From an optimization exercise on the open Yosys and OpenROAD flow, aimed at small area and a short achievable clock period; shortcuts taken in it are not production practice.
At most, simulation tests tie the RTL to the original design; equivalence was not proved.

==> job 3200: inputs <==
==> flow/design.v <==
module SPI_RAM(din,clk,rst_n,rx_valid,dout);
input [9:0] din;
input clk,rst_n,rx_valid;
output reg [7:0] dout;
reg [3:0] cnt;            
reg [7:0] wr_addr;
reg wz;                   
reg [7:0] rd_addr;
reg wp;                   
reg wpz;                  
reg [7:0] wdata;
reg [7:0] rs;             
reg wr, wr_n;             
wire [7:0] wt = wpz ? 8'd0 : wr_addr;
wire [7:0] wd = wdata ^ {8{~cnt[3]}};
wire [3:0] cntm1 = cnt - 4'd1;
wire [7:0] tap [0:31];
genvar r;
generate
    for (r = 0; r < 32; r = r + 1) begin : ring
        reg [63:0] q;     
        wire sel = (wt[7:3] == r);
        wire a = sel & wr;
        wire b = ~sel | wr_n;
        always @(posedge clk)
            q <= {q[55:0], ~((q[63:56] | {8{a}}) & (wd | {8{b}}))};
        assign tap[r] = q[7:0];
    end
endgenerate
wire deliver = rx_valid && rst_n;
wire put = deliver && din[9:8] == 2'b01;
wire wp_nx = put | (wp & ~wr);
wire wpz_nx = put ? wz : wpz;
wire [2:0] wt_nx = wpz_nx ? 3'd0 : wr_addr[2:0];
wire wr_nx = wp_nx && (cnt[2:0] + 3'd1 == wt_nx);
always @(posedge clk)
    cnt <= cnt + 4'd1;
always @(posedge clk) begin
    wp   <= wp_nx;
    wpz  <= wpz_nx;
    wr   <= wr_nx;
    wr_n <= ~wr_nx;
    if (put)
        wdata <= din[7:0];
    if (rx_valid && din[9:8] == 2'b00)
        wr_addr <= din[7:0];
    if (!rst_n)
        wz <= 1'b1;
    else if (rx_valid && din[9:8] == 2'b00)
        wz <= 1'b0;
    if (!rst_n)
        rd_addr <= 8'd0;
    else if (rx_valid && din[9:8] == 2'b10)
        rd_addr <= din[7:0];
    if (cntm1[2:0] == rd_addr[2:0])
        rs <= tap[rd_addr[7:3]] ^ {8{cntm1[3]}};
    if (deliver && din[9:8] == 2'b11)
        dout <= rs;
end
endmodule
module SPI_Slave(MOSI,clk,SS_n,tx_data,rst_n,MISO,rx_valid,rx_data);
    input MOSI,clk,SS_n,rst_n;
    input [7:0] tx_data;
    output reg MISO,rx_valid;
    output [9:0] rx_data;
localparam IDLE  = 3'd0;
localparam CHK   = 3'd1;
localparam WRITE = 3'd2;
localparam RDATA = 3'd3;
localparam RADD  = 3'd4;
reg [2:0] cs;
reg [3:0] bit_count;
reg read_ctrl;            
reg is_read_cmd;          
reg flag;                 
reg b0;                   
reg [9:0] sh;             
wire wpath = (cs == WRITE);
assign rx_data = {sh[9:1], wpath ? b0 : sh[0]};
wire cap = rx_valid & rx_data[9] & rx_data[8];
always @(posedge clk)
    sh <= {sh[8:0], MOSI};
always @(posedge clk) begin
    if (!rst_n) begin
        cs          <= IDLE;
        rx_valid    <= 1'b0;
        MISO        <= 1'b0;
        read_ctrl   <= 1'b0;
        is_read_cmd <= 1'b0;
        flag        <= 1'b0;
        b0          <= 1'b0;
    end else begin
        rx_valid <= 1'b0;
        if (rx_valid && wpath)
            b0 <= sh[0];
        if (cap)
            flag <= 1'b1;
        case (cs)
            IDLE: begin
                MISO <= 1'b0;
                if (!SS_n) cs <= CHK;
            end
            CHK: begin
                if (SS_n)
                    cs <= IDLE;
                else begin
                    is_read_cmd <= MOSI;
                    cs <= is_read_cmd ? (read_ctrl ? RDATA : RADD) : WRITE;
                end
            end
            WRITE, RADD: begin
                if (SS_n || bit_count == 4'd10)
                    cs <= IDLE;
                else if (bit_count == 4'd9) begin
                    rx_valid <= 1'b1;
                    if (cs == RADD) read_ctrl <= 1'b1;
                end
            end
            RDATA: begin
                if (SS_n || bit_count == 4'd10)
                    cs <= IDLE;
                else begin
                    MISO <= flag && !bit_count[3] && tx_data[~bit_count[2:0]];
                    if (bit_count == 4'd9) begin
                        read_ctrl <= 1'b0;
                        flag <= 1'b0;
                    end
                end
            end
            default: cs <= IDLE;
        endcase
    end
end
always @(posedge clk) begin
    if (cs == CHK)
        bit_count <= 4'd0;
    else
        bit_count <= bit_count + 4'd1;
end
endmodule
module TopModule(MOSI,clk,SS_n,rst_n,MISO);
    input MOSI,clk,SS_n,rst_n;
    output MISO;
    wire [9:0] rx_data;
    wire rx_valid;
    wire [7:0] tx_data;
    SPI_Slave spi_slave (MOSI,clk,SS_n,tx_data,rst_n,MISO,rx_valid,rx_data);
    SPI_RAM ram(rx_data,clk,rst_n,rx_valid,tx_data);
endmodule
==> flow/run.sh <==
#!/bin/bash
# synth_recipe.tcl (not shown) runs the flow's synth.tcl, then flattens the netlist and writes it again
# the make line also repeats each setting of config.mk as NAME=value (left out here)
make -C /OpenROAD-flow-scripts/flow DESIGN_CONFIG=/design/flow/config.mk WORK_HOME=/design/flow/orfs CLKGATE_MAP_FILE= SYNTH_SCRIPT=/design/flow/synth_recipe.tcl finish
==> flow/config.mk <==
export PLATFORM = sky130hd
export DESIGN_NAME = TopModule
export DESIGN_NICKNAME = TopModule
export VERILOG_FILES = /design/flow/design.v
export SDC_FILE = /design/flow/constraint.sdc
export NUM_CORES = 8
export LEC_CHECK = 0
export CAP_MARGIN = 30
export CORE_MARGIN = 2
export CORE_UTILIZATION = 40
export CTS_BUF_LIST = sky130_fd_sc_hd__clkbuf_8
export CTS_CLUSTER_SIZE = 20
export SETUP_SLACK_MARGIN = 4.5
export SLEW_MARGIN = 20
==> flow/constraint.sdc <==
create_clock -name core_clock -period 7.0 [get_ports {clk}]
set_input_delay 1.4000 -clock core_clock [delete_from_list [all_inputs] [get_ports {clk}]]
set_output_delay 1.4000 -clock core_clock [all_outputs]
set_load 0.01 [all_outputs]
==> job 2853 (differences from job 3200) <==
--- a/flow/design.v
+++ b/flow/design.v
@@ -4,3 +4,3 @@
 output reg [7:0] dout;
-reg [3:0] cnt;            
+reg [2:0] ph;             
 reg [7:0] wr_addr;
@@ -12,6 +12,4 @@
 reg [7:0] rs;             
-reg wr, wr_n;             
 wire [7:0] wt = wpz ? 8'd0 : wr_addr;
-wire [7:0] wd = wdata ^ {8{~cnt[3]}};
-wire [3:0] cntm1 = cnt - 4'd1;
+wire wnow = wp && (ph == wt[2:0]);
 wire [7:0] tap [0:31];
@@ -21,7 +19,5 @@
         reg [63:0] q;     
-        wire sel = (wt[7:3] == r);
-        wire a = sel & wr;
-        wire b = ~sel | wr_n;
+        wire we = wnow && (wt[7:3] == r);
         always @(posedge clk)
-            q <= {q[55:0], ~((q[63:56] | {8{a}}) & (wd | {8{b}}))};
+            q <= {q[55:0], we ? wdata : q[63:56]};
         assign tap[r] = q[7:0];
@@ -30,16 +26,11 @@
 wire deliver = rx_valid && rst_n;
-wire put = deliver && din[9:8] == 2'b01;
-wire wp_nx = put | (wp & ~wr);
-wire wpz_nx = put ? wz : wpz;
-wire [2:0] wt_nx = wpz_nx ? 3'd0 : wr_addr[2:0];
-wire wr_nx = wp_nx && (cnt[2:0] + 3'd1 == wt_nx);
 always @(posedge clk)
-    cnt <= cnt + 4'd1;
+    ph <= ph + 3'd1;
 always @(posedge clk) begin
-    wp   <= wp_nx;
-    wpz  <= wpz_nx;
-    wr   <= wr_nx;
-    wr_n <= ~wr_nx;
-    if (put)
+    if (deliver && din[9:8] == 2'b01) begin
+        wp    <= 1'b1;
+        wpz   <= wz;
         wdata <= din[7:0];
+    end else if (wnow)
+        wp <= 1'b0;
     if (rx_valid && din[9:8] == 2'b00)
@@ -54,4 +45,4 @@
         rd_addr <= din[7:0];
-    if (cntm1[2:0] == rd_addr[2:0])
-        rs <= tap[rd_addr[7:3]] ^ {8{cntm1[3]}};
+    if (ph - 3'd1 == rd_addr[2:0])
+        rs <= tap[rd_addr[7:3]];
     if (deliver && din[9:8] == 2'b11)
--- a/flow/config.mk
+++ b/flow/config.mk
@@ -10,5 +10,3 @@
 export CORE_UTILIZATION = 40
-export CTS_BUF_LIST = sky130_fd_sc_hd__clkbuf_8
-export CTS_CLUSTER_SIZE = 20
-export SETUP_SLACK_MARGIN = 4.5
+export SETUP_SLACK_MARGIN = 0.5
 export SLEW_MARGIN = 20
==> metrics list <==
* Die footprint: approximately 120,000 sq um
- Averaged over all synthesized cells, the footprint is 16.0 sq um.
- Global routing usage summed across all routing layers: around 18%
- Counting flops with a built-in enable in the synthesized netlist gives 32.
* Family with the most delay on the worst path: flip-flops
- IR analysis of the VDD net gives a maximum drop of around 0.25 mV.
* Outcome: complete, no violations
- RSZ-0062 raised after global routing: yes
- There are ~2,100 flip-flops and latches.
- Skew-Pair Late Insertion Delay: around 0.94 ns
(the above is from job 3200)
==> metrics list <==
- Outcome: complete, no violations
- Post-synthesis average cell area: roughly 17 sq um
* CP Cell Sequence: buf_4 > and3b_1 > and2_1 > a2111oi_0 > nand4_1 > o32a_1
* Skew-Pair Late Insertion Delay: 0.77 ns
* Area of combinational cells with multiple inputs: about 6600 sq um
* Final sequential cell count: about 2,100
* Global routing usage summed across all routing layers: 15.5%
- The die covers around 130,000 sq um.
* Family with the most delay on the worst path: compound AO/OA/AOI/OAI gates
* CORE AREA: ~120,000 sq um
- Setup repair after global routing left no endpoint under its margin.
(the above is from job 2853)
For job 3200, only the layout was checked, not whether the RTL still works.

port drivers added, routing unchanged:
How much do the figures lean on ideal ports? The routed layouts below were timed once more, with nothing changed but the port constraints.
Step 1 assumes that a clkbuf_16 drives the clock port and a buf_2 every other input.
Step 2, shift: input delay + t, output delay - t, t = (earliest + latest rising clock arrival at the registers) / 2. This alone moves slack from input paths to output paths.
Three values: ideal ports, drivers, drivers and shift; two values: the first two.
| run | t (ns) | slack for setup (ns) | worst slew at a driven data input, ns | cell pins on the clock port's net |
|---|---|---|---|---|
| job 3200 | 0.971 | 4.258 / 4.192 / 3.729 | 0.03 | 1 |
| job 2853 | 0.829 | 3.698 / 3.698 / 3.698 | 0.06 | 1 |
After both steps setup and hold are still met in every run listed. For job 3200, which loses most, drivers alone change the setup slack by -0.066 ns; drivers and shift together by -0.529 ns.
